What follows belongs to an exercise in optimizing a design on an open flow for small area; a production flow would make more cautious choices. Only simulation tests tie the RTL to the original design; equivalence was not proved. No activity file was given, so power comes from the tool's default toggle rates.

**design/flow/constraint.sdc**
```tcl
create_clock -name core_clock -period 5.0 [get_ports {clk}]
set_input_delay 1.0000 -clock core_clock [delete_from_list [all_inputs] [get_ports {clk}]]
set_output_delay 1.0000 -clock core_clock [all_outputs]
set_load 0.01 [all_outputs]
```
**design/flow/flow/check_regs.py**
```python
#!/usr/bin/env python3
"""check_regs.py STANDARD.v MINE.v: both netlists must hold the same flip-flops
(instance name and cell type)."""
import re, sys
def regs(path):
    txt = open(path).read()
    out = {}
    for m in re.finditer(r'(sky130_fd_sc_hd__(?:df|sdf|edf|dl)\w+)\s+(\\\S+|\w+)\s*\(', txt):
        out[m.group(2)] = m.group(1)
    return out
a, b = regs(sys.argv[1]), regs(sys.argv[2])
if a != b:
    for k in sorted(set(a) | set(b)):
        if a.get(k) != b.get(k):
            print('register mismatch:', k, a.get(k), b.get(k))
    sys.exit(1)
print('registers match:', len(a))
```
**design/flow/flow/run.sh**
```bash
#!/bin/bash
# Own layout flow for the PE.
#
# 1. the standard synthesis (standard.sh synth), unchanged.
# 2. Its netlist is replaced by flow/netlist.v, a hand-mapped netlist of the
#    same RTL (generated by gen/gen.py) that keeps exactly the standard
#    synthesis's registers: same instance names and cell types (checked
#    here by check_regs.py; the flow stops if they differ).
# 3. the standard layout (standard.sh finish) from that netlist, with:
#    - every input and output port buffered by a sky130 buf_1
#      (buffer_ports otherwise picks clkdlybuf4s50_1, which is larger);
#    - clock tree synthesis with small clock buffers and no dummy loads.
# Each tool's output goes to a log file of its own in this folder.
set -euo pipefail
export BUFFER_PORTS_ARGS="-buffer_cell sky130_fd_sc_hd__buf_1"
export CTS_ARGS="-repair_clock_nets -dont_use_dummy_load -buf_list {sky130_fd_sc_hd__clkbuf_16}"
R=orfs/results/${FLOW_PLATFORM}/PE/base
bash standard.sh synth > make_synth.log 2>&1
cp $R/1_2_yosys.v standard_synth.v
python3 flow/check_regs.py standard_synth.v flow/netlist.v > check_regs.log 2>&1 || { cat check_regs.log; exit 1; }
cp flow/netlist.v $R/1_2_yosys.v
rm -f $R/1_synth.odb
bash standard.sh finish > make_finish.log 2>&1
```
**design/flow/config.mk**
```make
export PLATFORM = sky130hd
export DESIGN_NAME = PE
export DESIGN_NICKNAME = PE
export VERILOG_FILES = /design/flow/design.v
export SDC_FILE = /design/flow/constraint.sdc
export NUM_CORES = 4
export LEC_CHECK = 0
export CAP_MARGIN = 0
export CORE_MARGIN = 2
export CORE_UTILIZATION = 55
export GPL_TIMING_DRIVEN = 0
export SLEW_MARGIN = 0
```
**design/flow/standard.sh**
```bash
#!/bin/bash
# synth_recipe.tcl (not shown) runs the flow's synth.tcl, then flattens the netlist and writes it again
# the make line also repeats each setting of config.mk as NAME=value (left out here)
make -C /OpenROAD-flow-scripts/flow DESIGN_CONFIG=/design/flow/config.mk WORK_HOME=/design/flow/orfs CLKGATE_MAP_FILE= SYNTH_SCRIPT=/design/flow/synth_recipe.tcl "${@:-finish}"
```
**design/flow/design.v**
```verilog
`timescale 1ns/100ps
module PE(clk, rst, bias, co_prob, perturb_prob, parent_gene0, parent_gene1, child_gene);
input clk;
input rst;
input bias;
input [7:0] co_prob;
input [7:0] perturb_prob;
input [31:0] parent_gene0;
input [31:0] parent_gene1;
output [31:0] child_gene;
reg [7:0] st;
wire [7:0] st_next;
assign st_next[0] = ~(st[0] ^ st[3] ^ st[4]);
assign st_next[1] = st[2] ^ st[3] ^ st[4] ^ st[5] ^ st[7];
assign st_next[2] = st[0] ^ st[2] ^ st[3] ^ st[6];
assign st_next[3] = st[1] ^ st[2] ^ st[3] ^ st[4];
assign st_next[4] = st[0] ^ st[3] ^ st[4] ^ st[5];
assign st_next[5] = ~(st[2] ^ st[4] ^ st[5]);
assign st_next[6] = st[0] ^ st[7];
assign st_next[7] = st[0] ^ st[3] ^ st[4] ^ st[7];
always @(posedge clk, posedge rst)
begin
    if (rst)
        st <= 8'h28;
    else
        st <= st_next;
end
wire [7:0] s0;
assign s0[0] = st[7];
assign s0[1] = ~(st[0] ^ st[7]);
assign s0[2] = ~(st[6]);
assign s0[3] = st[2] ^ st[4] ^ st[5];
assign s0[4] = ~(st[5]);
assign s0[5] = st[0] ^ st[4];
assign s0[6] = ~(st[1] ^ st[5] ^ st[7]);
assign s0[7] = ~(st[1] ^ st[3]);
wire [7:0] s1;
assign s1[0] = st[2] ^ st[5];
assign s1[1] = ~(st[0] ^ st[1] ^ st[6]);
assign s1[2] = ~(st[0] ^ st[1] ^ st[2] ^ st[3] ^ st[5] ^ st[6]);
assign s1[3] = st[0] ^ st[1] ^ st[2] ^ st[3] ^ st[7];
assign s1[4] = st[0] ^ st[1] ^ st[3] ^ st[5];
assign s1[5] = st[0] ^ st[3] ^ st[5] ^ st[6] ^ st[7];
assign s1[6] = st[1] ^ st[2] ^ st[6] ^ st[7];
assign s1[7] = st[0] ^ st[2] ^ st[3] ^ st[4] ^ st[5] ^ st[6];
wire [7:0] s2;
assign s2[0] = st[5] ^ st[7];
assign s2[1] = st[4] ^ st[7];
assign s2[2] = ~(st[1] ^ st[5] ^ st[6] ^ st[7]);
assign s2[3] = st[1] ^ st[2] ^ st[3] ^ st[4] ^ st[5];
assign s2[4] = ~(st[0] ^ st[3] ^ st[4]);
assign s2[5] = st[0];
assign s2[6] = ~(st[0] ^ st[6] ^ st[7]);
assign s2[7] = st[2] ^ st[4] ^ st[5] ^ st[6];
wire [7:0] s3;
assign s3[0] = ~(st[6]);
assign s3[1] = st[2] ^ st[4] ^ st[5];
assign s3[2] = ~(st[5]);
assign s3[3] = st[0] ^ st[4];
assign s3[4] = ~(st[1] ^ st[5] ^ st[7]);
assign s3[5] = ~(st[1] ^ st[3]);
assign s3[6] = ~(st[0] ^ st[3] ^ st[4] ^ st[5]);
assign s3[7] = ~(st[4]);
wire [7:0] m0n;
assign m0n[0] = st[1] ^ st[2] ^ st[3] ^ st[4] ^ st[5];
assign m0n[1] = ~(st[0] ^ st[3] ^ st[4]);
assign m0n[2] = st[0];
assign m0n[3] = ~(st[0] ^ st[6] ^ st[7]);
assign m0n[4] = st[2] ^ st[4] ^ st[5] ^ st[6];
assign m0n[5] = st[2] ^ st[4];
assign m0n[6] = st[0] ^ st[4] ^ st[5];
assign m0n[7] = st[0] ^ st[1] ^ st[4] ^ st[5] ^ st[7];
wire [7:0] m1n;
assign m1n[0] = st[4] ^ st[6] ^ st[7];
assign m1n[1] = st[1] ^ st[2] ^ st[4] ^ st[6] ^ st[7];
assign m1n[2] = st[1] ^ st[2] ^ st[3] ^ st[4];
assign m1n[3] = st[3];
assign m1n[4] = st[0] ^ st[1] ^ st[5] ^ st[7];
assign m1n[5] = ~(st[0] ^ st[1] ^ st[3] ^ st[6] ^ st[7]);
assign m1n[6] = st[0] ^ st[2] ^ st[3] ^ st[6];
assign m1n[7] = st[2];
wire [7:0] m2n;
assign m2n[0] = st[4] ^ st[5] ^ st[6] ^ st[7];
assign m2n[1] = ~(st[0] ^ st[1] ^ st[2] ^ st[6] ^ st[7]);
assign m2n[2] = st[2] ^ st[3] ^ st[4] ^ st[5] ^ st[7];
assign m2n[3] = st[1];
assign m2n[4] = st[1] ^ st[3] ^ st[4] ^ st[7];
assign m2n[5] = ~(st[0] ^ st[1] ^ st[3] ^ st[4] ^ st[6] ^ st[7]);
assign m2n[6] = st[1] ^ st[2] ^ st[3] ^ st[5];
assign m2n[7] = ~(st[1] ^ st[3] ^ st[4] ^ st[5] ^ st[6]);
wire [7:0] m3n;
assign m3n[0] = st[0] ^ st[2] ^ st[3] ^ st[4];
assign m3n[1] = ~(st[0] ^ st[1] ^ st[4] ^ st[6]);
assign m3n[2] = ~(st[2] ^ st[3]);
assign m3n[3] = ~(st[0] ^ st[4] ^ st[5] ^ st[6] ^ st[7]);
assign m3n[4] = ~(st[1] ^ st[2]);
assign m3n[5] = ~(st[3] ^ st[6] ^ st[7]);
assign m3n[6] = ~(st[1] ^ st[2] ^ st[4]);
assign m3n[7] = ~(st[0] ^ st[1] ^ st[3] ^ st[5] ^ st[7]);
wire [31:0] s_all = {s3, s2, s1, s0};
wire [31:0] m_all = {m3n, m2n, m1n, m0n};
reg [3:0] csel;
reg [31:0] child_n;
integer i;
always @(posedge clk)
begin
    for (i = 0; i < 4; i = i + 1) begin
        if (rst)
            csel[i] <= 1'b0;
        else
            csel[i] <= (co_prob > s_all[8*i +: 8]) ^ bias;
        child_n[8*i +: 8] <= ~((perturb_prob > s_all[8*i +: 8]) ? m_all[8*i +: 8] :
                               csel[i] ? parent_gene1[8*i +: 8] : parent_gene0[8*i +: 8]);
    end
end
assign child_gene = ~child_n;
endmodule
```
**design/flow/flow/netlist.v**
```verilog
module PE(clk, rst, bias, co_prob, perturb_prob, parent_gene0, parent_gene1, child_gene);
  input clk;
  input rst;
  input bias;
  input [7:0] co_prob;
  input [7:0] perturb_prob;
  input [31:0] parent_gene0;
  input [31:0] parent_gene1;
  output [31:0] child_gene;
  wire \child_n[0] ;
  wire \child_n[10] ;
  wire \child_n[11] ;
  wire \child_n[12] ;
  wire \child_n[13] ;
  wire \child_n[14] ;
  wire \child_n[15] ;
  wire \child_n[16] ;
  wire \child_n[17] ;
  wire \child_n[18] ;
  wire \child_n[19] ;
  wire \child_n[1] ;
  wire \child_n[20] ;
  wire \child_n[21] ;
  wire \child_n[22] ;
  wire \child_n[23] ;
  wire \child_n[24] ;
  wire \child_n[25] ;
  wire \child_n[26] ;
  wire \child_n[27] ;
  wire \child_n[28] ;
  wire \child_n[29] ;
  wire \child_n[2] ;
  wire \child_n[30] ;
  wire \child_n[31] ;
  wire \child_n[3] ;
  wire \child_n[4] ;
  wire \child_n[5] ;
  wire \child_n[6] ;
  wire \child_n[7] ;
  wire \child_n[8] ;
  wire \child_n[9] ;
  wire \csel[0] ;
  wire \csel[1] ;
  wire \csel[2] ;
  wire \csel[3] ;
  wire \st[0] ;
  wire \st[0]_n ;
  wire \st[1] ;
  wire \st[2] ;
  wire \st[3] ;
  wire \st[4] ;
  wire \st[5] ;
  wire \st[6] ;
  wire \st[6]_n ;
  wire \st[7] ;
  wire cd_0;
  wire cd_1;
  wire cd_2;
  wire cd_3;
  wire cn_d0;
  wire cn_d1;
  wire cn_d10;
  wire cn_d11;
  wire cn_d12;
  wire cn_d13;
  wire cn_d14;
  wire cn_d15;
  wire cn_d16;
  wire cn_d17;
  wire cn_d18;
  wire cn_d19;
  wire cn_d2;
  wire cn_d20;
  wire cn_d21;
  wire cn_d22;
  wire cn_d23;
  wire cn_d24;
  wire cn_d25;
  wire cn_d26;
  wire cn_d27;
  wire cn_d28;
  wire cn_d29;
  wire cn_d3;
  wire cn_d30;
  wire cn_d31;
  wire cn_d4;
  wire cn_d5;
  wire cn_d6;
  wire cn_d7;
  wire cn_d8;
  wire cn_d9;
  wire co0_n;
  wire cx_0;
  wire cx_1;
  wire cx_2;
  wire cx_3;
  wire gt_c_S0_1;
  wire gt_c_S0_2;
  wire gt_c_S0_3;
  wire gt_c_S0_4;
  wire gt_c_S0_5;
  wire gt_c_S0_6;
  wire gt_c_S0_7;
  wire gt_c_S0_8;
  wire gt_c_S1_1;
  wire gt_c_S1_2;
  wire gt_c_S1_3;
  wire gt_c_S1_4;
  wire gt_c_S1_5;
  wire gt_c_S1_6;
  wire gt_c_S1_7;
  wire gt_c_S1_8;
  wire gt_c_S2_1;
  wire gt_c_S2_2;
  wire gt_c_S2_3;
  wire gt_c_S2_4;
  wire gt_c_S2_5;
  wire gt_c_S2_6;
  wire gt_c_S2_7;
  wire gt_c_S2_8;
  wire gt_c_S3_1;
  wire gt_c_S3_2;
  wire gt_c_S3_3;
  wire gt_c_S3_4;
  wire gt_c_S3_5;
  wire gt_c_S3_6;
  wire gt_c_S3_7;
  wire gt_c_S3_8;
  wire gt_p_S0_1;
  wire gt_p_S0_2;
  wire gt_p_S0_3;
  wire gt_p_S0_4;
  wire gt_p_S0_5;
  wire gt_p_S0_6;
  wire gt_p_S0_7;
  wire gt_p_S0_8;
  wire gt_p_S1_1;
  wire gt_p_S1_2;
  wire gt_p_S1_3;
  wire gt_p_S1_4;
  wire gt_p_S1_5;
  wire gt_p_S1_6;
  wire gt_p_S1_7;
  wire gt_p_S1_8;
  wire gt_p_S2_1;
  wire gt_p_S2_2;
  wire gt_p_S2_3;
  wire gt_p_S2_4;
  wire gt_p_S2_5;
  wire gt_p_S2_6;
  wire gt_p_S2_7;
  wire gt_p_S2_8;
  wire gt_p_S3_1;
  wire gt_p_S3_2;
  wire gt_p_S3_3;
  wire gt_p_S3_4;
  wire gt_p_S3_5;
  wire gt_p_S3_6;
  wire gt_p_S3_7;
  wire gt_p_S3_8;
  wire pp0_n;
  wire rst_n;
  wire sel0_0;
  wire sel0_1;
  wire sel0_2;
  wire sel0_3;
  wire sel1_0;
  wire sel1_1;
  wire sel1_2;
  wire sel1_3;
  wire x_01;
  wire x_02;
  wire x_04;
  wire x_07;
  wire x_08;
  wire x_0e;
  wire x_10;
  wire x_12;
  wire x_24;
  wire x_26;
  wire x_29;
  wire x_2f;
  wire x_35;
  wire x_35_n;
  wire x_38;
  wire x_41;
  wire x_48;
  wire x_59;
  wire x_5e;
  wire x_62;
  wire x_67;
  wire x_69;
  wire x_6a;
  wire x_6a_n;
  wire x_6f;
  wire x_70;
  wire x_77;
  wire x_7b;
  wire x_84;
  wire x_87;
  wire x_8e;
  wire x_90;
  wire x_93;
  wire x_a4;
  wire x_a7;
  wire x_ab;
  wire x_b2;
  wire x_b3;
  wire x_ba;
  wire x_bc;
  wire x_c4;
  wire x_c9;
  wire x_c9_n;
  wire x_ce;
  wire x_d4;
  wire x_da;
  wire x_de;
  wire x_e0;
  wire x_e3;
  wire x_e3_n;
  wire x_f6;
  sky130_fd_sc_hd__inv_1 g1 (.A(rst), .Y(rst_n));
  sky130_fd_sc_hd__dfrtp_1 \st[0]$_DFF_PP0_  (.CLK(clk), .D(x_35_n), .RESET_B(rst_n), .Q(\st[0] ));
  sky130_fd_sc_hd__dfrtp_1 \st[1]$_DFF_PP0_  (.CLK(clk), .D(x_ab), .RESET_B(rst_n), .Q(\st[1] ));
  sky130_fd_sc_hd__dfrtp_1 \st[2]$_DFF_PP0_  (.CLK(clk), .D(x_84), .RESET_B(rst_n), .Q(\st[2] ));
  sky130_fd_sc_hd__dfstp_2 \st[3]$_DFF_PP1_  (.CLK(clk), .D(x_38), .SET_B(rst_n), .Q(\st[3] ));
  sky130_fd_sc_hd__dfrtp_1 \st[4]$_DFF_PP0_  (.CLK(clk), .D(x_67), .RESET_B(rst_n), .Q(\st[4] ));
  sky130_fd_sc_hd__dfstp_2 \st[5]$_DFF_PP1_  (.CLK(clk), .D(x_a4), .SET_B(rst_n), .Q(\st[5] ));
  sky130_fd_sc_hd__dfrtp_1 \st[6]$_DFF_PP0_  (.CLK(clk), .D(x_8e), .RESET_B(rst_n), .Q(\st[6] ));
  sky130_fd_sc_hd__dfrtp_1 \st[7]$_DFF_PP0_  (.CLK(clk), .D(x_26), .RESET_B(rst_n), .Q(\st[7] ));
  sky130_fd_sc_hd__xor2_1 g2 (.A(\st[2] ), .B(\st[5] ), .X(x_10));
  sky130_fd_sc_hd__xnor2_1 g3 (.A(\st[2] ), .B(\st[1] ), .Y(x_90));
  sky130_fd_sc_hd__xnor2_1 g4 (.A(\st[3] ), .B(\st[2] ), .Y(x_5e));
  sky130_fd_sc_hd__xor2_1 g5 (.A(\st[2] ), .B(\st[4] ), .X(x_f6));
  sky130_fd_sc_hd__xnor2_1 g6 (.A(\st[7] ), .B(\st[4] ), .Y(x_a7));
  sky130_fd_sc_hd__xor2_1 g7 (.A(\st[7] ), .B(\st[5] ), .X(x_41));
  sky130_fd_sc_hd__xor2_1 g8 (.A(\st[3] ), .B(\st[1] ), .X(x_ce));
  sky130_fd_sc_hd__xnor2_1 g9 (.A(\st[0] ), .B(\st[4] ), .Y(x_29));
  sky130_fd_sc_hd__xor2_1 g10 (.A(\st[7] ), .B(\st[0] ), .X(x_8e));
  sky130_fd_sc_hd__xor2_1 g11 (.A(x_90), .B(\st[4] ), .X(x_24));
  sky130_fd_sc_hd__xor2_1 g12 (.A(x_29), .B(x_5e), .X(x_77));
  sky130_fd_sc_hd__xnor2_1 g13 (.A(x_29), .B(\st[5] ), .Y(x_7b));
  sky130_fd_sc_hd__xor2_1 g14 (.A(\st[6] ), .B(x_8e), .X(x_c9));
  sky130_fd_sc_hd__xnor2_1 g15 (.A(\st[3] ), .B(x_29), .Y(x_35));
  sky130_fd_sc_hd__xor2_1 g16 (.A(x_41), .B(\st[1] ), .X(x_93));
  sky130_fd_sc_hd__xnor2_1 g17 (.A(x_10), .B(\st[4] ), .Y(x_a4));
  sky130_fd_sc_hd__xor2_1 g18 (.A(x_10), .B(x_ce), .X(x_de));
  sky130_fd_sc_hd__xnor2_1 g19 (.A(x_a7), .B(x_ce), .Y(x_69));
  sky130_fd_sc_hd__xor2_1 g20 (.A(x_ce), .B(x_f6), .X(x_38));
  sky130_fd_sc_hd__xnor2_1 g21 (.A(\st[6] ), .B(x_a7), .Y(x_e0));
  sky130_fd_sc_hd__xnor2_1 g22 (.A(x_69), .B(x_7b), .Y(x_12));
  sky130_fd_sc_hd__xnor2_1 g23 (.A(x_29), .B(x_93), .Y(x_ba));
  sky130_fd_sc_hd__xor2_1 g24 (.A(\st[6] ), .B(x_a4), .X(x_e3));
  sky130_fd_sc_hd__xnor2_1 g25 (.A(x_38), .B(\st[5] ), .Y(x_6a));
  sky130_fd_sc_hd__xor2_1 g26 (.A(\st[6] ), .B(x_93), .X(x_d4));
  sky130_fd_sc_hd__xor2_1 g27 (.A(x_10), .B(x_77), .X(x_67));
  sky130_fd_sc_hd__xor2_1 g28 (.A(x_38), .B(x_93), .X(x_ab));
  sky130_fd_sc_hd__xor2_1 g29 (.A(x_90), .B(x_c9), .X(x_59));
  sky130_fd_sc_hd__xor2_1 g30 (.A(\st[5] ), .B(x_e0), .X(x_b2));
  sky130_fd_sc_hd__xnor2_1 g31 (.A(x_c9), .B(x_ce), .Y(x_07));
  sky130_fd_sc_hd__xor2_1 g32 (.A(x_93), .B(\st[0] ), .X(x_0e));
  sky130_fd_sc_hd__xnor2_1 g33 (.A(x_90), .B(x_e0), .Y(x_70));
  sky130_fd_sc_hd__xor2_1 g34 (.A(x_24), .B(x_e0), .X(x_c4));
  sky130_fd_sc_hd__xor2_1 g35 (.A(\st[7] ), .B(x_35), .X(x_26));
  sky130_fd_sc_hd__xor2_1 g36 (.A(x_12), .B(\st[7] ), .X(x_01));
  sky130_fd_sc_hd__xor2_1 g37 (.A(x_10), .B(x_12), .X(x_02));
  sky130_fd_sc_hd__xnor2_1 g38 (.A(x_38), .B(x_70), .Y(x_48));
  sky130_fd_sc_hd__xnor2_1 g39 (.A(\st[0] ), .B(x_b2), .Y(x_2f));
  sky130_fd_sc_hd__xnor2_1 g40 (.A(x_0e), .B(x_b2), .Y(x_bc));
  sky130_fd_sc_hd__xor2_1 g41 (.A(x_ab), .B(x_c4), .X(x_6f));
  sky130_fd_sc_hd__xor2_1 g42 (.A(x_07), .B(\st[4] ), .X(x_b3));
  sky130_fd_sc_hd__xnor2_1 g43 (.A(x_67), .B(x_e3), .Y(x_84));
  sky130_fd_sc_hd__xor2_1 g44 (.A(x_12), .B(x_70), .X(x_62));
  sky130_fd_sc_hd__xnor2_1 g45 (.A(x_35), .B(x_b2), .Y(x_87));
  sky130_fd_sc_hd__xnor2_1 g46 (.A(\st[6] ), .B(\st[0] ), .Y(x_da));
  sky130_fd_sc_hd__xnor2_1 g47 (.A(x_da), .B(x_de), .Y(x_04));
  sky130_fd_sc_hd__xnor2_1 g48 (.A(\st[1] ), .B(x_da), .Y(x_08));
  sky130_fd_sc_hd__inv_1 g49 (.A(x_35), .Y(x_35_n));
  sky130_fd_sc_hd__inv_1 g50 (.A(\st[6] ), .Y(\st[6]_n ));
  sky130_fd_sc_hd__inv_1 g51 (.A(x_6a), .Y(x_6a_n));
  sky130_fd_sc_hd__inv_1 g52 (.A(\st[0] ), .Y(\st[0]_n ));
  sky130_fd_sc_hd__inv_1 g53 (.A(x_c9), .Y(x_c9_n));
  sky130_fd_sc_hd__inv_1 g54 (.A(x_e3), .Y(x_e3_n));
  sky130_fd_sc_hd__inv_1 g55 (.A(co_prob[0]), .Y(co0_n));
  sky130_fd_sc_hd__inv_1 g56 (.A(perturb_prob[0]), .Y(pp0_n));
  sky130_fd_sc_hd__nor2_1 g57 (.A(co0_n), .B(\st[7] ), .Y(gt_c_S0_1));
  sky130_fd_sc_hd__maj3_1 g58 (.A(co_prob[1]), .B(x_8e), .C(gt_c_S0_1), .X(gt_c_S0_2));
  sky130_fd_sc_hd__maj3_1 g59 (.A(co_prob[2]), .B(\st[6] ), .C(gt_c_S0_2), .X(gt_c_S0_3));
  sky130_fd_sc_hd__maj3_1 g60 (.A(co_prob[3]), .B(x_a4), .C(gt_c_S0_3), .X(gt_c_S0_4));
  sky130_fd_sc_hd__maj3_1 g61 (.A(co_prob[4]), .B(\st[5] ), .C(gt_c_S0_4), .X(gt_c_S0_5));
  sky130_fd_sc_hd__maj3_1 g62 (.A(co_prob[5]), .B(x_29), .C(gt_c_S0_5), .X(gt_c_S0_6));
  sky130_fd_sc_hd__maj3_1 g63 (.A(co_prob[6]), .B(x_93), .C(gt_c_S0_6), .X(gt_c_S0_7));
  sky130_fd_sc_hd__maj3_1 g64 (.A(co_prob[7]), .B(x_ce), .C(gt_c_S0_7), .X(gt_c_S0_8));
  sky130_fd_sc_hd__nor2_1 g65 (.A(pp0_n), .B(\st[7] ), .Y(gt_p_S0_1));
  sky130_fd_sc_hd__maj3_1 g66 (.A(perturb_prob[1]), .B(x_8e), .C(gt_p_S0_1), .X(gt_p_S0_2));
  sky130_fd_sc_hd__maj3_1 g67 (.A(perturb_prob[2]), .B(\st[6] ), .C(gt_p_S0_2), .X(gt_p_S0_3));
  sky130_fd_sc_hd__maj3_1 g68 (.A(perturb_prob[3]), .B(x_a4), .C(gt_p_S0_3), .X(gt_p_S0_4));
  sky130_fd_sc_hd__maj3_1 g69 (.A(perturb_prob[4]), .B(\st[5] ), .C(gt_p_S0_4), .X(gt_p_S0_5));
  sky130_fd_sc_hd__maj3_1 g70 (.A(perturb_prob[5]), .B(x_29), .C(gt_p_S0_5), .X(gt_p_S0_6));
  sky130_fd_sc_hd__maj3_1 g71 (.A(perturb_prob[6]), .B(x_93), .C(gt_p_S0_6), .X(gt_p_S0_7));
  sky130_fd_sc_hd__maj3_1 g72 (.A(perturb_prob[7]), .B(x_ce), .C(gt_p_S0_7), .X(gt_p_S0_8));
  sky130_fd_sc_hd__xnor2_1 g73 (.A(gt_c_S0_8), .B(bias), .Y(cx_0));
  sky130_fd_sc_hd__nor2_1 g74 (.A(rst), .B(cx_0), .Y(cd_0));
  sky130_fd_sc_hd__dfxtp_1 \csel[0]$_SDFF_PP0_  (.CLK(clk), .D(cd_0), .Q(\csel[0] ));
  sky130_fd_sc_hd__nor2_1 g75 (.A(gt_p_S0_8), .B(\csel[0] ), .Y(sel0_0));
  sky130_fd_sc_hd__nor2b_1 g76 (.A(gt_p_S0_8), .B_N(\csel[0] ), .Y(sel1_0));
  sky130_fd_sc_hd__a222oi_1 g77 (.A1(sel0_0), .A2(parent_gene0[0]), .B1(sel1_0), .B2(parent_gene1[0]), .C1(gt_p_S0_8), .C2(x_6a_n), .Y(cn_d0));
  sky130_fd_sc_hd__dfxtp_1 \child_n[0]$_DFF_P_  (.CLK(clk), .D(cn_d0), .Q(\child_n[0] ));
  sky130_fd_sc_hd__inv_1 g78 (.A(\child_n[0] ), .Y(child_gene[0]));
  sky130_fd_sc_hd__a222oi_1 g79 (.A1(sel0_0), .A2(parent_gene0[1]), .B1(sel1_0), .B2(parent_gene1[1]), .C1(gt_p_S0_8), .C2(x_35_n), .Y(cn_d1));
  sky130_fd_sc_hd__dfxtp_1 \child_n[1]$_DFF_P_  (.CLK(clk), .D(cn_d1), .Q(\child_n[1] ));
  sky130_fd_sc_hd__inv_1 g80 (.A(\child_n[1] ), .Y(child_gene[1]));
  sky130_fd_sc_hd__a222oi_1 g81 (.A1(sel0_0), .A2(parent_gene0[2]), .B1(sel1_0), .B2(parent_gene1[2]), .C1(gt_p_S0_8), .C2(\st[0] ), .Y(cn_d2));
  sky130_fd_sc_hd__dfxtp_1 \child_n[2]$_DFF_P_  (.CLK(clk), .D(cn_d2), .Q(\child_n[2] ));
  sky130_fd_sc_hd__inv_1 g82 (.A(\child_n[2] ), .Y(child_gene[2]));
  sky130_fd_sc_hd__a222oi_1 g83 (.A1(sel0_0), .A2(parent_gene0[3]), .B1(sel1_0), .B2(parent_gene1[3]), .C1(gt_p_S0_8), .C2(x_c9_n), .Y(cn_d3));
  sky130_fd_sc_hd__dfxtp_1 \child_n[3]$_DFF_P_  (.CLK(clk), .D(cn_d3), .Q(\child_n[3] ));
  sky130_fd_sc_hd__inv_1 g84 (.A(\child_n[3] ), .Y(child_gene[3]));
  sky130_fd_sc_hd__a222oi_1 g85 (.A1(sel0_0), .A2(parent_gene0[4]), .B1(sel1_0), .B2(parent_gene1[4]), .C1(gt_p_S0_8), .C2(x_e3_n), .Y(cn_d4));
  sky130_fd_sc_hd__dfxtp_1 \child_n[4]$_DFF_P_  (.CLK(clk), .D(cn_d4), .Q(\child_n[4] ));
  sky130_fd_sc_hd__inv_1 g86 (.A(\child_n[4] ), .Y(child_gene[4]));
  sky130_fd_sc_hd__a222oi_1 g87 (.A1(sel0_0), .A2(parent_gene0[5]), .B1(sel1_0), .B2(parent_gene1[5]), .C1(gt_p_S0_8), .C2(x_f6), .Y(cn_d5));
  sky130_fd_sc_hd__dfxtp_1 \child_n[5]$_DFF_P_  (.CLK(clk), .D(cn_d5), .Q(\child_n[5] ));
  sky130_fd_sc_hd__inv_1 g88 (.A(\child_n[5] ), .Y(child_gene[5]));
  sky130_fd_sc_hd__a222oi_1 g89 (.A1(sel0_0), .A2(parent_gene0[6]), .B1(sel1_0), .B2(parent_gene1[6]), .C1(gt_p_S0_8), .C2(x_7b), .Y(cn_d6));
  sky130_fd_sc_hd__dfxtp_1 \child_n[6]$_DFF_P_  (.CLK(clk), .D(cn_d6), .Q(\child_n[6] ));
  sky130_fd_sc_hd__inv_1 g90 (.A(\child_n[6] ), .Y(child_gene[6]));
  sky130_fd_sc_hd__a222oi_1 g91 (.A1(sel0_0), .A2(parent_gene0[7]), .B1(sel1_0), .B2(parent_gene1[7]), .C1(gt_p_S0_8), .C2(x_ba), .Y(cn_d7));
  sky130_fd_sc_hd__dfxtp_1 \child_n[7]$_DFF_P_  (.CLK(clk), .D(cn_d7), .Q(\child_n[7] ));
  sky130_fd_sc_hd__inv_1 g92 (.A(\child_n[7] ), .Y(child_gene[7]));
  sky130_fd_sc_hd__nor2_1 g93 (.A(co0_n), .B(x_10), .Y(gt_c_S1_1));
  sky130_fd_sc_hd__maj3_1 g94 (.A(co_prob[1]), .B(x_08), .C(gt_c_S1_1), .X(gt_c_S1_2));
  sky130_fd_sc_hd__maj3_1 g95 (.A(co_prob[2]), .B(x_04), .C(gt_c_S1_2), .X(gt_c_S1_3));
  sky130_fd_sc_hd__maj3_1 g96 (.A(co_prob[3]), .B(x_02), .C(gt_c_S1_3), .X(gt_c_S1_4));
  sky130_fd_sc_hd__maj3_1 g97 (.A(co_prob[4]), .B(x_01), .C(gt_c_S1_4), .X(gt_c_S1_5));
  sky130_fd_sc_hd__maj3_1 g98 (.A(co_prob[5]), .B(x_87), .C(gt_c_S1_5), .X(gt_c_S1_6));
  sky130_fd_sc_hd__maj3_1 g99 (.A(co_prob[6]), .B(x_c4), .C(gt_c_S1_6), .X(gt_c_S1_7));
  sky130_fd_sc_hd__maj3_1 g100 (.A(co_prob[7]), .B(x_62), .C(gt_c_S1_7), .X(gt_c_S1_8));
  sky130_fd_sc_hd__nor2_1 g101 (.A(pp0_n), .B(x_10), .Y(gt_p_S1_1));
  sky130_fd_sc_hd__maj3_1 g102 (.A(perturb_prob[1]), .B(x_08), .C(gt_p_S1_1), .X(gt_p_S1_2));
  sky130_fd_sc_hd__maj3_1 g103 (.A(perturb_prob[2]), .B(x_04), .C(gt_p_S1_2), .X(gt_p_S1_3));
  sky130_fd_sc_hd__maj3_1 g104 (.A(perturb_prob[3]), .B(x_02), .C(gt_p_S1_3), .X(gt_p_S1_4));
  sky130_fd_sc_hd__maj3_1 g105 (.A(perturb_prob[4]), .B(x_01), .C(gt_p_S1_4), .X(gt_p_S1_5));
  sky130_fd_sc_hd__maj3_1 g106 (.A(perturb_prob[5]), .B(x_87), .C(gt_p_S1_5), .X(gt_p_S1_6));
  sky130_fd_sc_hd__maj3_1 g107 (.A(perturb_prob[6]), .B(x_c4), .C(gt_p_S1_6), .X(gt_p_S1_7));
  sky130_fd_sc_hd__maj3_1 g108 (.A(perturb_prob[7]), .B(x_62), .C(gt_p_S1_7), .X(gt_p_S1_8));
  sky130_fd_sc_hd__xnor2_1 g109 (.A(gt_c_S1_8), .B(bias), .Y(cx_1));
  sky130_fd_sc_hd__nor2_1 g110 (.A(rst), .B(cx_1), .Y(cd_1));
  sky130_fd_sc_hd__dfxtp_1 \csel[1]$_SDFF_PP0_  (.CLK(clk), .D(cd_1), .Q(\csel[1] ));
  sky130_fd_sc_hd__nor2_1 g111 (.A(gt_p_S1_8), .B(\csel[1] ), .Y(sel0_1));
  sky130_fd_sc_hd__nor2b_1 g112 (.A(gt_p_S1_8), .B_N(\csel[1] ), .Y(sel1_1));
  sky130_fd_sc_hd__a222oi_1 g113 (.A1(sel0_1), .A2(parent_gene0[8]), .B1(sel1_1), .B2(parent_gene1[8]), .C1(gt_p_S1_8), .C2(x_e0), .Y(cn_d8));
  sky130_fd_sc_hd__dfxtp_1 \child_n[8]$_DFF_P_  (.CLK(clk), .D(cn_d8), .Q(\child_n[8] ));
  sky130_fd_sc_hd__inv_1 g114 (.A(\child_n[8] ), .Y(child_gene[8]));
  sky130_fd_sc_hd__a222oi_1 g115 (.A1(sel0_1), .A2(parent_gene0[9]), .B1(sel1_1), .B2(parent_gene1[9]), .C1(gt_p_S1_8), .C2(x_70), .Y(cn_d9));
  sky130_fd_sc_hd__dfxtp_1 \child_n[9]$_DFF_P_  (.CLK(clk), .D(cn_d9), .Q(\child_n[9] ));
  sky130_fd_sc_hd__inv_1 g116 (.A(\child_n[9] ), .Y(child_gene[9]));
  sky130_fd_sc_hd__a222oi_1 g117 (.A1(sel0_1), .A2(parent_gene0[10]), .B1(sel1_1), .B2(parent_gene1[10]), .C1(gt_p_S1_8), .C2(x_38), .Y(cn_d10));
  sky130_fd_sc_hd__dfxtp_1 \child_n[10]$_DFF_P_  (.CLK(clk), .D(cn_d10), .Q(\child_n[10] ));
  sky130_fd_sc_hd__inv_1 g118 (.A(\child_n[10] ), .Y(child_gene[10]));
  sky130_fd_sc_hd__a222oi_1 g119 (.A1(sel0_1), .A2(parent_gene0[11]), .B1(sel1_1), .B2(parent_gene1[11]), .C1(gt_p_S1_8), .C2(\st[3] ), .Y(cn_d11));
  sky130_fd_sc_hd__dfxtp_1 \child_n[11]$_DFF_P_  (.CLK(clk), .D(cn_d11), .Q(\child_n[11] ));
  sky130_fd_sc_hd__inv_1 g120 (.A(\child_n[11] ), .Y(child_gene[11]));
  sky130_fd_sc_hd__a222oi_1 g121 (.A1(sel0_1), .A2(parent_gene0[12]), .B1(sel1_1), .B2(parent_gene1[12]), .C1(gt_p_S1_8), .C2(x_0e), .Y(cn_d12));
  sky130_fd_sc_hd__dfxtp_1 \child_n[12]$_DFF_P_  (.CLK(clk), .D(cn_d12), .Q(\child_n[12] ));
  sky130_fd_sc_hd__inv_1 g122 (.A(\child_n[12] ), .Y(child_gene[12]));
  sky130_fd_sc_hd__a222oi_1 g123 (.A1(sel0_1), .A2(parent_gene0[13]), .B1(sel1_1), .B2(parent_gene1[13]), .C1(gt_p_S1_8), .C2(x_07), .Y(cn_d13));
  sky130_fd_sc_hd__dfxtp_1 \child_n[13]$_DFF_P_  (.CLK(clk), .D(cn_d13), .Q(\child_n[13] ));
  sky130_fd_sc_hd__inv_1 g124 (.A(\child_n[13] ), .Y(child_gene[13]));
  sky130_fd_sc_hd__a222oi_1 g125 (.A1(sel0_1), .A2(parent_gene0[14]), .B1(sel1_1), .B2(parent_gene1[14]), .C1(gt_p_S1_8), .C2(x_84), .Y(cn_d14));
  sky130_fd_sc_hd__dfxtp_1 \child_n[14]$_DFF_P_  (.CLK(clk), .D(cn_d14), .Q(\child_n[14] ));
  sky130_fd_sc_hd__inv_1 g126 (.A(\child_n[14] ), .Y(child_gene[14]));
  sky130_fd_sc_hd__a222oi_1 g127 (.A1(sel0_1), .A2(parent_gene0[15]), .B1(sel1_1), .B2(parent_gene1[15]), .C1(gt_p_S1_8), .C2(\st[2] ), .Y(cn_d15));
  sky130_fd_sc_hd__dfxtp_1 \child_n[15]$_DFF_P_  (.CLK(clk), .D(cn_d15), .Q(\child_n[15] ));
  sky130_fd_sc_hd__inv_1 g128 (.A(\child_n[15] ), .Y(child_gene[15]));
  sky130_fd_sc_hd__nor2_1 g129 (.A(co0_n), .B(x_41), .Y(gt_c_S2_1));
  sky130_fd_sc_hd__maj3_1 g130 (.A(co_prob[1]), .B(x_a7), .C(gt_c_S2_1), .X(gt_c_S2_2));
  sky130_fd_sc_hd__maj3_1 g131 (.A(co_prob[2]), .B(x_d4), .C(gt_c_S2_2), .X(gt_c_S2_3));
  sky130_fd_sc_hd__maj3_1 g132 (.A(co_prob[3]), .B(x_6a), .C(gt_c_S2_3), .X(gt_c_S2_4));
  sky130_fd_sc_hd__maj3_1 g133 (.A(co_prob[4]), .B(x_35), .C(gt_c_S2_4), .X(gt_c_S2_5));
  sky130_fd_sc_hd__maj3_1 g134 (.A(co_prob[5]), .B(\st[0]_n ), .C(gt_c_S2_5), .X(gt_c_S2_6));
  sky130_fd_sc_hd__maj3_1 g135 (.A(co_prob[6]), .B(x_c9), .C(gt_c_S2_6), .X(gt_c_S2_7));
  sky130_fd_sc_hd__maj3_1 g136 (.A(co_prob[7]), .B(x_e3), .C(gt_c_S2_7), .X(gt_c_S2_8));
  sky130_fd_sc_hd__nor2_1 g137 (.A(pp0_n), .B(x_41), .Y(gt_p_S2_1));
  sky130_fd_sc_hd__maj3_1 g138 (.A(perturb_prob[1]), .B(x_a7), .C(gt_p_S2_1), .X(gt_p_S2_2));
  sky130_fd_sc_hd__maj3_1 g139 (.A(perturb_prob[2]), .B(x_d4), .C(gt_p_S2_2), .X(gt_p_S2_3));
  sky130_fd_sc_hd__maj3_1 g140 (.A(perturb_prob[3]), .B(x_6a), .C(gt_p_S2_3), .X(gt_p_S2_4));
  sky130_fd_sc_hd__maj3_1 g141 (.A(perturb_prob[4]), .B(x_35), .C(gt_p_S2_4), .X(gt_p_S2_5));
  sky130_fd_sc_hd__maj3_1 g142 (.A(perturb_prob[5]), .B(\st[0]_n ), .C(gt_p_S2_5), .X(gt_p_S2_6));
  sky130_fd_sc_hd__maj3_1 g143 (.A(perturb_prob[6]), .B(x_c9), .C(gt_p_S2_6), .X(gt_p_S2_7));
  sky130_fd_sc_hd__maj3_1 g144 (.A(perturb_prob[7]), .B(x_e3), .C(gt_p_S2_7), .X(gt_p_S2_8));
  sky130_fd_sc_hd__xnor2_1 g145 (.A(gt_c_S2_8), .B(bias), .Y(cx_2));
  sky130_fd_sc_hd__nor2_1 g146 (.A(rst), .B(cx_2), .Y(cd_2));
  sky130_fd_sc_hd__dfxtp_1 \csel[2]$_SDFF_PP0_  (.CLK(clk), .D(cd_2), .Q(\csel[2] ));
  sky130_fd_sc_hd__nor2_1 g147 (.A(gt_p_S2_8), .B(\csel[2] ), .Y(sel0_2));
  sky130_fd_sc_hd__nor2b_1 g148 (.A(gt_p_S2_8), .B_N(\csel[2] ), .Y(sel1_2));
  sky130_fd_sc_hd__a222oi_1 g149 (.A1(sel0_2), .A2(parent_gene0[16]), .B1(sel1_2), .B2(parent_gene1[16]), .C1(gt_p_S2_8), .C2(x_b2), .Y(cn_d16));
  sky130_fd_sc_hd__dfxtp_1 \child_n[16]$_DFF_P_  (.CLK(clk), .D(cn_d16), .Q(\child_n[16] ));
  sky130_fd_sc_hd__inv_1 g150 (.A(\child_n[16] ), .Y(child_gene[16]));
  sky130_fd_sc_hd__a222oi_1 g151 (.A1(sel0_2), .A2(parent_gene0[17]), .B1(sel1_2), .B2(parent_gene1[17]), .C1(gt_p_S2_8), .C2(x_59), .Y(cn_d17));
  sky130_fd_sc_hd__dfxtp_1 \child_n[17]$_DFF_P_  (.CLK(clk), .D(cn_d17), .Q(\child_n[17] ));
  sky130_fd_sc_hd__inv_1 g152 (.A(\child_n[17] ), .Y(child_gene[17]));
  sky130_fd_sc_hd__a222oi_1 g153 (.A1(sel0_2), .A2(parent_gene0[18]), .B1(sel1_2), .B2(parent_gene1[18]), .C1(gt_p_S2_8), .C2(x_ab), .Y(cn_d18));
  sky130_fd_sc_hd__dfxtp_1 \child_n[18]$_DFF_P_  (.CLK(clk), .D(cn_d18), .Q(\child_n[18] ));
  sky130_fd_sc_hd__inv_1 g154 (.A(\child_n[18] ), .Y(child_gene[18]));
  sky130_fd_sc_hd__a222oi_1 g155 (.A1(sel0_2), .A2(parent_gene0[19]), .B1(sel1_2), .B2(parent_gene1[19]), .C1(gt_p_S2_8), .C2(\st[1] ), .Y(cn_d19));
  sky130_fd_sc_hd__dfxtp_1 \child_n[19]$_DFF_P_  (.CLK(clk), .D(cn_d19), .Q(\child_n[19] ));
  sky130_fd_sc_hd__inv_1 g156 (.A(\child_n[19] ), .Y(child_gene[19]));
  sky130_fd_sc_hd__a222oi_1 g157 (.A1(sel0_2), .A2(parent_gene0[20]), .B1(sel1_2), .B2(parent_gene1[20]), .C1(gt_p_S2_8), .C2(x_69), .Y(cn_d20));
  sky130_fd_sc_hd__dfxtp_1 \child_n[20]$_DFF_P_  (.CLK(clk), .D(cn_d20), .Q(\child_n[20] ));
  sky130_fd_sc_hd__inv_1 g158 (.A(\child_n[20] ), .Y(child_gene[20]));
  sky130_fd_sc_hd__a222oi_1 g159 (.A1(sel0_2), .A2(parent_gene0[21]), .B1(sel1_2), .B2(parent_gene1[21]), .C1(gt_p_S2_8), .C2(x_b3), .Y(cn_d21));
  sky130_fd_sc_hd__dfxtp_1 \child_n[21]$_DFF_P_  (.CLK(clk), .D(cn_d21), .Q(\child_n[21] ));
  sky130_fd_sc_hd__inv_1 g160 (.A(\child_n[21] ), .Y(child_gene[21]));
  sky130_fd_sc_hd__a222oi_1 g161 (.A1(sel0_2), .A2(parent_gene0[22]), .B1(sel1_2), .B2(parent_gene1[22]), .C1(gt_p_S2_8), .C2(x_de), .Y(cn_d22));
  sky130_fd_sc_hd__dfxtp_1 \child_n[22]$_DFF_P_  (.CLK(clk), .D(cn_d22), .Q(\child_n[22] ));
  sky130_fd_sc_hd__inv_1 g162 (.A(\child_n[22] ), .Y(child_gene[22]));
  sky130_fd_sc_hd__a222oi_1 g163 (.A1(sel0_2), .A2(parent_gene0[23]), .B1(sel1_2), .B2(parent_gene1[23]), .C1(gt_p_S2_8), .C2(x_6f), .Y(cn_d23));
  sky130_fd_sc_hd__dfxtp_1 \child_n[23]$_DFF_P_  (.CLK(clk), .D(cn_d23), .Q(\child_n[23] ));
  sky130_fd_sc_hd__inv_1 g164 (.A(\child_n[23] ), .Y(child_gene[23]));
  sky130_fd_sc_hd__nor2_1 g165 (.A(co0_n), .B(\st[6]_n ), .Y(gt_c_S3_1));
  sky130_fd_sc_hd__maj3_1 g166 (.A(co_prob[1]), .B(x_a4), .C(gt_c_S3_1), .X(gt_c_S3_2));
  sky130_fd_sc_hd__maj3_1 g167 (.A(co_prob[2]), .B(\st[5] ), .C(gt_c_S3_2), .X(gt_c_S3_3));
  sky130_fd_sc_hd__maj3_1 g168 (.A(co_prob[3]), .B(x_29), .C(gt_c_S3_3), .X(gt_c_S3_4));
  sky130_fd_sc_hd__maj3_1 g169 (.A(co_prob[4]), .B(x_93), .C(gt_c_S3_4), .X(gt_c_S3_5));
  sky130_fd_sc_hd__maj3_1 g170 (.A(co_prob[5]), .B(x_ce), .C(gt_c_S3_5), .X(gt_c_S3_6));
  sky130_fd_sc_hd__maj3_1 g171 (.A(co_prob[6]), .B(x_67), .C(gt_c_S3_6), .X(gt_c_S3_7));
  sky130_fd_sc_hd__maj3_1 g172 (.A(co_prob[7]), .B(\st[4] ), .C(gt_c_S3_7), .X(gt_c_S3_8));
  sky130_fd_sc_hd__nor2_1 g173 (.A(pp0_n), .B(\st[6]_n ), .Y(gt_p_S3_1));
  sky130_fd_sc_hd__maj3_1 g174 (.A(perturb_prob[1]), .B(x_a4), .C(gt_p_S3_1), .X(gt_p_S3_2));
  sky130_fd_sc_hd__maj3_1 g175 (.A(perturb_prob[2]), .B(\st[5] ), .C(gt_p_S3_2), .X(gt_p_S3_3));
  sky130_fd_sc_hd__maj3_1 g176 (.A(perturb_prob[3]), .B(x_29), .C(gt_p_S3_3), .X(gt_p_S3_4));
  sky130_fd_sc_hd__maj3_1 g177 (.A(perturb_prob[4]), .B(x_93), .C(gt_p_S3_4), .X(gt_p_S3_5));
  sky130_fd_sc_hd__maj3_1 g178 (.A(perturb_prob[5]), .B(x_ce), .C(gt_p_S3_5), .X(gt_p_S3_6));
  sky130_fd_sc_hd__maj3_1 g179 (.A(perturb_prob[6]), .B(x_67), .C(gt_p_S3_6), .X(gt_p_S3_7));
  sky130_fd_sc_hd__maj3_1 g180 (.A(perturb_prob[7]), .B(\st[4] ), .C(gt_p_S3_7), .X(gt_p_S3_8));
  sky130_fd_sc_hd__xnor2_1 g181 (.A(gt_c_S3_8), .B(bias), .Y(cx_3));
  sky130_fd_sc_hd__nor2_1 g182 (.A(rst), .B(cx_3), .Y(cd_3));
  sky130_fd_sc_hd__dfxtp_1 \csel[3]$_SDFF_PP0_  (.CLK(clk), .D(cd_3), .Q(\csel[3] ));
  sky130_fd_sc_hd__nor2_1 g183 (.A(gt_p_S3_8), .B(\csel[3] ), .Y(sel0_3));
  sky130_fd_sc_hd__nor2b_1 g184 (.A(gt_p_S3_8), .B_N(\csel[3] ), .Y(sel1_3));
  sky130_fd_sc_hd__a222oi_1 g185 (.A1(sel0_3), .A2(parent_gene0[24]), .B1(sel1_3), .B2(parent_gene1[24]), .C1(gt_p_S3_8), .C2(x_77), .Y(cn_d24));
  sky130_fd_sc_hd__dfxtp_1 \child_n[24]$_DFF_P_  (.CLK(clk), .D(cn_d24), .Q(\child_n[24] ));
  sky130_fd_sc_hd__inv_1 g186 (.A(\child_n[24] ), .Y(child_gene[24]));
  sky130_fd_sc_hd__a222oi_1 g187 (.A1(sel0_3), .A2(parent_gene0[25]), .B1(sel1_3), .B2(parent_gene1[25]), .C1(gt_p_S3_8), .C2(x_bc), .Y(cn_d25));
  sky130_fd_sc_hd__dfxtp_1 \child_n[25]$_DFF_P_  (.CLK(clk), .D(cn_d25), .Q(\child_n[25] ));
  sky130_fd_sc_hd__inv_1 g188 (.A(\child_n[25] ), .Y(child_gene[25]));
  sky130_fd_sc_hd__a222oi_1 g189 (.A1(sel0_3), .A2(parent_gene0[26]), .B1(sel1_3), .B2(parent_gene1[26]), .C1(gt_p_S3_8), .C2(x_5e), .Y(cn_d26));
  sky130_fd_sc_hd__dfxtp_1 \child_n[26]$_DFF_P_  (.CLK(clk), .D(cn_d26), .Q(\child_n[26] ));
  sky130_fd_sc_hd__inv_1 g190 (.A(\child_n[26] ), .Y(child_gene[26]));
  sky130_fd_sc_hd__a222oi_1 g191 (.A1(sel0_3), .A2(parent_gene0[27]), .B1(sel1_3), .B2(parent_gene1[27]), .C1(gt_p_S3_8), .C2(x_2f), .Y(cn_d27));
  sky130_fd_sc_hd__dfxtp_1 \child_n[27]$_DFF_P_  (.CLK(clk), .D(cn_d27), .Q(\child_n[27] ));
  sky130_fd_sc_hd__inv_1 g192 (.A(\child_n[27] ), .Y(child_gene[27]));
  sky130_fd_sc_hd__a222oi_1 g193 (.A1(sel0_3), .A2(parent_gene0[28]), .B1(sel1_3), .B2(parent_gene1[28]), .C1(gt_p_S3_8), .C2(x_90), .Y(cn_d28));
  sky130_fd_sc_hd__dfxtp_1 \child_n[28]$_DFF_P_  (.CLK(clk), .D(cn_d28), .Q(\child_n[28] ));
  sky130_fd_sc_hd__inv_1 g194 (.A(\child_n[28] ), .Y(child_gene[28]));
  sky130_fd_sc_hd__a222oi_1 g195 (.A1(sel0_3), .A2(parent_gene0[29]), .B1(sel1_3), .B2(parent_gene1[29]), .C1(gt_p_S3_8), .C2(x_48), .Y(cn_d29));
  sky130_fd_sc_hd__dfxtp_1 \child_n[29]$_DFF_P_  (.CLK(clk), .D(cn_d29), .Q(\child_n[29] ));
  sky130_fd_sc_hd__inv_1 g196 (.A(\child_n[29] ), .Y(child_gene[29]));
  sky130_fd_sc_hd__a222oi_1 g197 (.A1(sel0_3), .A2(parent_gene0[30]), .B1(sel1_3), .B2(parent_gene1[30]), .C1(gt_p_S3_8), .C2(x_24), .Y(cn_d30));
  sky130_fd_sc_hd__dfxtp_1 \child_n[30]$_DFF_P_  (.CLK(clk), .D(cn_d30), .Q(\child_n[30] ));
  sky130_fd_sc_hd__inv_1 g198 (.A(\child_n[30] ), .Y(child_gene[30]));
  sky130_fd_sc_hd__a222oi_1 g199 (.A1(sel0_3), .A2(parent_gene0[31]), .B1(sel1_3), .B2(parent_gene1[31]), .C1(gt_p_S3_8), .C2(x_12), .Y(cn_d31));
  sky130_fd_sc_hd__dfxtp_1 \child_n[31]$_DFF_P_  (.CLK(clk), .D(cn_d31), .Q(\child_n[31] ));
  sky130_fd_sc_hd__inv_1 g200 (.A(\child_n[31] ), .Y(child_gene[31]));
endmodule
```
==> summary.md, run 1 <==
| Metric | Value |
|---|---|
| CTS buffer count | `5` |
| DRC | `0` |
| Yosys Warn Count | `1` |
| Worst Hold Class | `flop to flop` |
| Final core occ | `72.47%` |
| Max Buffers Root-to-Sink | `2` |
| Port bufs | `114` |
| Ports | `115` |
| Max cap viols | `0` |
| Crit path kind | `flop to flop` |
| Post-Layout Cell Count | `415` |
| Worst setup EP type | `flop` |
| DR WL/cell | `15.32 um` |
| Total die area | `5082 um2` |
| Setup TNS Final | `0 ps` |
| Register clock-pin slew on the reported worst setup and hold paths | `50 ps` |
| Area growth syn-to-layout | `26.73%` |
| Initial Utilization | `57.18%` |
| Clock root buffer master | `clkbuf_16` |
| Most common cell after layout, fill and taps aside | `buf_1` |
| Clock Skew | `12.16 ps` |
| Final Critical Period | `4766 ps` |
| Fin crit share | `95.31%` |
| Hold_ws | `702.8 ps` |
| Worst setup SP type | `flop` |
| CTS tree | `built` |
| First-pass DRT Iterations | `7` |
| Worst EP required | `5120 ps` |
| Clk latency of the worst-skew pair | `280 ps` |
| Post-route ant nets | `0` |
| Worst VDD drop | `0.1406 mV` |
| Max Clock Freq | `209.8 MHz` |
| Static leakage | `0.001228 uW` |
| Core Area | `4354 um2` |
| Placed Cells incl. Taps | `410` |
| Via/cell ratio | `5.489` |
| # Post-CTS Setup Buffers | `0` |
| Cell Area, Synth | `2490 um2` |
| Synth Instances | `244` |
| DR iter-0 viols | `223` |
| Setup violations, final | `0` |
| Chip Height | `71.29 um` |
| Nets | `448` |
| Total congestion overflow | `0` |
| DP HPWL | `4.816 mm` |
| Final Max Tran Viols | `0` |
| Chip width | `71.29 um` |
| Inserted Diodes | `0` |
| Critical Path AT | `4880 ps` |
| Slew margin rel. | `47.10%` |
| Number of fill cells | `362` |
| Share of cells above drive strength 1 | `4.408%` |
| Final hold violation count | `0` |
| R2R cell count | `11` |
| Vias in the first global route | `2148` |
| Post-synthesis average cell area | `10.20 um2` |
| Post-Route WL | `6.356 mm` |
| Most frequent cells in the layout | `buf_1, maj3_1, inv_1` |
| Vias | `2278` |
| RSZ-0062 raised after global routing | `yes` |
| Worst hold stages | `1` |
| Global-route wire length before repair | `10.30 mm` |
| Initial antenna violation count | `0` |
| Num rows | `24` |
| Max FO, Critical Path | `10` |
| Tightest Pin Transition | `790.8 ps` |
| Syn nets | `327` |
| Placer Congestion | `0.8981` |
| Status | `no timing/DRC/antenna violations` |
| H-tree levels | `2` |
| CTS Sinks | `44` |
| GR Util All Layers | `25.59%` |
| PD cells | `259.5 nW/um2` |
| Largest net degree at the start of global routing | `16` |
[area by class of cell]
| class | instances | area [um2] | share of cell area, % |
|---|---|---|---|
| clock buffers | 5 | 125.1 | 3.965 |
| inverters | 41 | 153.9 | 4.877 |
| well taps | 52 | 65.06 | 2.062 |
| flip-flops and latches | 44 | 923.4 | 29.26 |
| repair buffers | 114 | 427.9 | 13.56 |
| multi-input cells | 159 | 1460 | 46.27 |
[path summary, 6_finish.rpt]
check / startpoint / end / slack, ps
min in group asynchronous: rst / st[2] / 740
worst min register to register: st[7] / st[7] / 700
max in group asynchronous: rst / st[5] / 3930
worst min-delay path: st[7] / st[7] / 700
worst max register to register: st[5] / child_n[22] / 230
worst max-delay path: st[5] / child_n[22] / 230
[where the power goes]
part           switching, uW  internal [uW]
logic                   74.8           63.6
registers               7.18            379
clock network            118            176
total                    199            619
[through the flow]
step	area, um2	worst slack, ps	power, uW
finish	3156	234.4	818.9
global route	3156	-2.697	853.5
CTS	3138	123.2	823.0
detailed placement	2983	-152.2	530.7
global placement	2983	-81.12	529.6
floorplan	2490	487.0	472.8
[layer usage]
| layer | track usage [%] | wire length (um) | up-vias |
|---|---|---|---|
| met5 | 0 | 0 | - |
| met4 | 5.660 | 40 | 0 |
| met3 | 5.063 | 517 | 5 |
| met2 | 42.49 | 3003 | 107 |
| met1 | 34.77 | 2794 | 1042 |
| li1 | - | - | 1124 |
[critical path, stage by stage, from the launching register on]
cell      delay [ps]
dfstp_2          670
xor2_1           360
xor2_2           490
xor2_1           180
maj3_1           370
maj3_1           360
maj3_1           360
maj3_1           400
maj3_1           380
maj3_1           520
nor2_2           340
a222oi_1         190
[flip-flops by register name (all words and copies together) (netlist names)]
register,cells
child_n,32
csel,4
st,8
[repair_timing]
action	in CTS	in global routing
resized for setup	4	5
gates cloned	0	0
pin swaps	0	0
hold buffers	0	0
endpoints found under the setup margin	24	20
==> inputs of run 2 (changes only) <==
--- a/design/flow/flow/run.sh
+++ b/design/flow/flow/run.sh
@@ -15,3 +15,3 @@
 export BUFFER_PORTS_ARGS="-buffer_cell sky130_fd_sc_hd__buf_1"
-export CTS_ARGS="-repair_clock_nets -dont_use_dummy_load -buf_list {sky130_fd_sc_hd__clkbuf_16}"
+export CTS_ARGS="-sink_clustering_enable -sink_clustering_size 50 -sink_clustering_max_diameter 500 -repair_clock_nets -dont_use_dummy_load -buf_list {sky130_fd_sc_hd__clkbuf_16}"
 R=orfs/results/${FLOW_PLATFORM}/PE/base
==> run 2 against run 1 <==
Still clean. Synthesized cell count unchanged. Clock power about the same. Non-clock buffer count unchanged. Sequential cell count unchanged. Clock-buffer cell count unchanged.
==> summary.md, run 2 <==
| Metric | Value |
|---|---|
| FF-to-FF Start | `st[5]` |
| Fin crit share | `95.31%` |
| Largest net degree at the start of global routing | `16` |
| Max cap viols | `0` |
| CP max stage cell | `dfstp_2` |
| Sequential cell area | `923.4 um2` |
| Wire length on met3 | `517 um` |
| Post-synthesis average cell area | `10.20 um2` |
| Biggest registers after layout | `child_n (32), st (8), csel (4)` |
| DR WL met2 | `3.003 mm` |
| Initial Utilization | `57.18%` |
| Placer Congestion | `0.8981` |
| R2R Setup Slk | `230 ps` |
| CTS tree | `built` |
| Register clock-pin slew on the reported worst setup and hold paths | `50 ps` |
| GR Util All Layers | `25.59%` |
| Core Area | `4354 um2` |
| H-tree levels | `2` |
| Final Critical Period | `4766 ps` |
| Total die area | `5082 um2` |
| Vias in the first global route | `2148` |
| Number of fill cells | `362` |
| Hold buffer count at CTS | `0` |
| Buf/Inv on CP | `0` |
| Worst VDD drop | `0.1406 mV` |
| Final hold violation count | `0` |
| CTS Sinks | `44` |
| R2R cell count | `11` |
| Tightest Pin Transition | `790.8 ps` |
| # Post-CTS Setup Buffers | `0` |
| Max FO, Critical Path | `10` |
| Post-route ant nets | `0` |
| Global-route wire length before repair | `10.30 mm` |
| Port bufs | `114` |
| Worst EP required | `5120 ps` |
| Max reg flops | `32` |
| Cell Area, Synth | `2490 um2` |
| Worst hold stages | `1` |
| Nets | `448` |
| CTS buffer count | `5` |
| Most common cell after layout, fill and taps aside | `buf_1` |
| Final Max Tran Viols | `0` |
| Area of the multi-input gates | `1460 um2` |
| Worst setup SP type | `flop` |
| Reg with most FFs | `child_n` |
| Initial antenna violation count | `0` |
| Critical-path cell list | `xor2_1, xor2_2, xor2_1, maj3_1, maj3_1, maj3_1, maj3_1, maj3_1, maj3_1, nor2_2, a222oi_1` |
| Most common cell on crit path | `maj3_1` |
| First-pass DRT Iterations | `7` |
| Total congestion overflow | `0` |
| Num rows | `24` |
| Syn nets | `327` |
| Chip Height | `71.29 um` |
| Biggest cell delay along the critical path | `670 ps` |
| PD cells | `259.5 nW/um2` |
| Ports | `115` |
| Yosys Warn Count | `1` |
| Static leakage | `0.001228 uW` |
| Critical Path AT | `4880 ps` |
| Slew margin rel. | `47.10%` |
| Clock Skew | `12.16 ps` |
| Clk latency of the worst-skew pair | `280 ps` |
| Uppermost layer routed | `met4` |
| Hold worst-path end | `st[7]` |
| Status | `no timing/DRC/antenna violations` |
| Crit path kind | `flop to flop` |
| Most frequent cells in the layout | `buf_1, maj3_1, inv_1` |
| Worst Hold Class | `flop to flop` |
| Max Buffers Root-to-Sink | `2` |
| Hold_ws | `702.8 ps` |
| Max Clock Freq | `209.8 MHz` |
| DR WL/cell | `15.32 um` |
| Chip width | `71.29 um` |
| DP HPWL | `4.816 mm` |
| Worst setup EP type | `flop` |
| Final Total Pwr | `818.9 uW` |
| Clock root buffer master | `clkbuf_16` |
| Vias | `2278` |
| FF-to-FF End | `child_n[22]` |
| Met1 Routed Length | `2.794 mm` |
| Synth Instances | `244` |
| Top delay family on crit path | `adder cells` |
| RSZ-0062 raised after global routing | `yes` |
| Inserted Diodes | `0` |
| Hold wc startpoint | `st[7]` |
| Area growth syn-to-layout | `26.73%` |
| Setup violations, final | `0` |
| DR iter-0 viols | `223` |
| Share of cells above drive strength 1 | `4.408%` |
| DRC | `0` |
| Via/cell ratio | `5.489` |
| Post-Route WL | `6.356 mm` |
run 2: cell counts in the layout (fill, tap and decap cells not counted):
Identical to the previous run, type by type.
run 2: how the worst max path moves through the flow:
stage	start	end	slack, ps	cells after the start
floorplan	st[5]	child_n[24]	490	11
global placement	st[5]	child_n[25]	-80	11
detailed placement	st[0]	child_n[15]	-150	11
CTS	st[5]	child_n[22]	120	11
global route	st[5]	child_n[22]	-3	11
finish	st[5]	child_n[22]	230	11
run 2: per-stage QoR:
stage	setup TNS (ps)	instances	cell area (um2)	utilization (%)	setup WS, ps
finish	0	415	3156	72.47	234.4
global route	-2.697	415	3156	72.47	-2.697
CTS	0	415	3138	72.07	123.2
detailed placement	-1462	410	2983	68.51	-152.2
global placement	-1238	410	2983	68.51	-81.12
floorplan	0	244	2490	-	487.0
run 2: per-layer routing:
layer	up-vias	track usage, %
li1	1124	-
met4	0	5.660
met3	5	5.063
met1	1042	34.77
met2	107	42.49
met5	-	0
run 2: area by class of cell:
cell class	instances	area share [%]
multi-input combinational	159	46.27
sequential	44	29.26
timing repair buffer	114	13.56
inverter	41	4.877
clock buffer	5	3.965
tap	52	2.062
run 2: report_power, final:
group          total [uW]  internal [uW]  switching [uW]
logic                 138           63.6            74.8
clock network         294            176             118
registers             387            379            7.18
run 2: what timing repair did:
item	in CTS	in global routing
setup endpoints to repair	24	20
pin swaps	0	0
gates resized for setup	4	5
==> inputs of run 3 (changes only) <==
--- a/design/flow/flow/run.sh
+++ b/design/flow/flow/run.sh
@@ -15,3 +15,3 @@
 export BUFFER_PORTS_ARGS="-buffer_cell sky130_fd_sc_hd__buf_1"
-export CTS_ARGS="-sink_clustering_enable -sink_clustering_size 50 -sink_clustering_max_diameter 500 -repair_clock_nets -dont_use_dummy_load -buf_list {sky130_fd_sc_hd__clkbuf_16}"
+export CTS_ARGS="-sink_clustering_enable -sink_clustering_size 30 -sink_clustering_max_diameter 150 -sink_clustering_levels 1 -repair_clock_nets -dont_use_dummy_load -buf_list {sky130_fd_sc_hd__clkbuf_8}"
 R=orfs/results/${FLOW_PLATFORM}/PE/base
==> run 3 against run 2 <==
Total power down 12%. Cell count unchanged. Die area unchanged. Via count is 0.61% higher. Clock-buffer cell count is the same. Global-route usage fell by 0.39 points. Sequential share of layout area up 0.53 points. Setup slack better by 5.3 ps. Utilization is 1.3 points lower. Combinational power about the same. Wire length fell by 1.1%.
==> summary.md, run 3 <==
| Metric | Value |
|---|---|
| Final Max Tran Viols | `0` |
| Via/cell ratio | `5.523` |
| RSZ-0062 raised after global routing | `no` |
| Yosys Warn Count | `1` |
| Total die area | `5082 um2` |
| Switching pwr | `189.5 uW` |
| Ports | `115` |
| FF-to-FF End | `child_n[22]` |
| DR iter-0 viols | `253` |
| Setup violations, final | `0` |
| Vias | `2292` |
| Biggest registers after layout | `child_n (32), st (8), csel (4)` |
| Worst VDD drop | `0.1316 mV` |
| Worst Hold Class | `flop to flop` |
| Total congestion overflow | `0` |
| Biggest cell delay along the critical path | `670 ps` |
| Post-Route WL | `6.287 mm` |
| Synth Instances | `244` |
| Pint | `532.7 uW` |
| Chip Height | `71.29 um` |
| Clock root buffer master | `clkbuf_8` |
| Most common cell after layout, fill and taps aside | `buf_1` |
| Comb pwr share | `19.1%` |
| Worst setup EP type | `flop` |
| Share of cells above drive strength 1 | `4.408%` |
| Crit path kind | `flop to flop` |
| Worst hold stages | `1` |
| Vias in the first global route | `2137` |
| DP HPWL | `4.816 mm` |
| CTS Sinks | `44` |
| Top delay family on crit path | `adder cells` |
| Register clock-pin slew on the reported worst setup and hold paths | `60 ps` |
| Largest net degree at the start of global routing | `16` |
| Core Area | `4354 um2` |
| Global-route wire length before repair | `10.13 mm` |
| Max cap viols | `0` |
| H-tree levels | `2` |
| GR Util All Layers | `25.21%` |
| R2R Setup Slk | `240 ps` |
| Num rows | `24` |
| Critical-path cell list | `xor2_1, xor2_2, xor2_1, maj3_1, maj3_1, maj3_1, maj3_1, maj3_1, maj3_1, nor2b_2, a222oi_1` |
| PD cells | `233.0 nW/um2` |
| Initial Utilization | `57.18%` |
| Final core occ | `71.18%` |
| FF-to-FF Start | `st[5]` |
| CTS tree | `built` |
| Worst EP required | `5130 ps` |
| # Post-CTS Setup Buffers | `0` |
| Max Buffers Root-to-Sink | `2` |
| Area growth syn-to-layout | `24.47%` |
| Worst setup SP type | `flop` |
| Initial antenna violation count | `0` |
| Inserted Diodes | `0` |
| Post-route ant nets | `0` |
| Buf/Inv on CP | `0` |
| Port bufs | `114` |
| Placer Congestion | `0.8981` |
| Final Critical Period | `4760 ps` |
| Critical Path AT | `4890 ps` |
| Chip width | `71.29 um` |
| Most frequent cells in the layout | `buf_1, maj3_1, inv_1` |
| Hold worst-path end | `st[7]` |
| Most common cell on crit path | `maj3_1` |
| Switching part of the total | `26.24%` |
| Hold wc startpoint | `st[7]` |
| Clock power share | `27.4%` |
| Post-synthesis average cell area | `10.20 um2` |
| Cell Area, Synth | `2490 um2` |
| Tightest Pin Transition | `751.2 ps` |
| DRC | `0` |
| Fin crit share | `95.21%` |
| Flop pwr share | `53.5%` |
| Syn nets | `327` |
| Static leakage | `0.001203 uW` |
| First-pass DRT Iterations | `9` |
| Slew margin rel. | `49.75%` |
| R2R cell count | `11` |
| Clock Skew | `23.46 ps` |
| DR WL/cell | `15.15 um` |
| Status | `no timing/DRC/antenna violations` |
| Max FO, Critical Path | `10` |
| Final hold violation count | `0` |
| CP max stage cell | `dfstp_2` |
| Final Total Pwr | `722.2 uW` |
| CTS buffer count | `5` |
| Nets | `448` |
| Reg with most FFs | `child_n` |
| Max reg flops | `32` |
| Clk latency of the worst-skew pair | `300 ps` |
| Max Clock Freq | `210.1 MHz` |
==> run 3: repair_timing <==
action,4_1_cts,5_1_grt
hold buffers,0,0
setup endpoints to repair,24,24
pin swaps,0,1
gates resized for setup,4,5
==> run 3: how the worst max path moves through the flow <==
stage | from | endpoint | slack, ps | depth (start not counted)
finish | st[5] | child_n[22] | 240 | 11
global route | st[5] | child_n[22] | 8 | 11
CTS | st[5] | child_n[22] | 120 | 11
detailed placement | st[0] | child_n[15] | -150 | 11
global placement | st[5] | child_n[25] | -80 | 11
floorplan | st[5] | child_n[24] | 490 | 11
==> run 3: metal layers <==
| layer | part of all wire (%) | GRT usage, % | up-vias |
|---|---|---|---|
| li1 | - | - | 1117 |
| met1 | 45 | 34.05 | 1055 |
| met2 | 46 | 42.28 | 113 |
| met3 | 8.3 | 5.063 | 7 |
| met4 | 1.1 | 5.031 | 0 |
| met5 | 0 | 0 | - |
==> run 3: layout make-up <==
class,count,area [um2]
clock buffers,5,68.82
flip-flops and latches,44,923.4
multi-input cells,159,1460
repair buffers,114,427.9
fillers,372,1255
inverters,41,153.9
well taps,52,65.06
==> run 3: through the flow <==
| stage | cell area, um2 | hold WS [ps] | setup TNS (ps) | std cells | setup slack, ps |
|---|---|---|---|---|---|
| 4_1_cts | 3082 | 691.7 | 0 | 415 | 120.6 |
| 6_report | 3099 | 693.5 | 0 | 415 | 239.7 |
| 5_1_grt | 3099 | 725.8 | 0 | 415 | 8.490 |
| 3_3_place_gp | 2983 | 661.5 | -1238 | 410 | -81.12 |
| 3_5_place_dp | 2983 | 666.0 | -1462 | 410 | -152.2 |
| 2_1_floorplan | 2490 | 564.4 | 0 | 244 | 487.0 |
==> run 3: power by group through the flow <==
stage                     sequential [uW]  clock (uW)  combinational, uW
after floorplan                       392           0               80.9
after global placement                393           0                137
after detailed placement              394           0                137
after CTS                             386         202                138
after global routing                  388         211                155
final                                 386         198                138

==> separate check: timing with driven ports <==
In the flow no input, the clock included, has a driving cell. The finished layouts below were timed again as built, in two steps.
Step 1, drivers: a clkbuf_16 drives clk and a buf_2 each remaining input, both assumed.
Step 2 also shifts input and output timing later by t, the mid clock arrival at the registers, as if the neighbouring blocks saw the same clock.
a / b / c = ideal / step 1 / step 2; a / b = the first two.
run	t, ns	setup slack, ns	worst setup path at the end
run 1	0.306	0.234 / 0.234 / 0.207	input to register
run 2	0.306	0.234 / 0.234 / 0.207	input to register
run 3	0.316	0.240 / 0.240 / 0.239	input to register
After both steps every run listed still meets setup and hold.
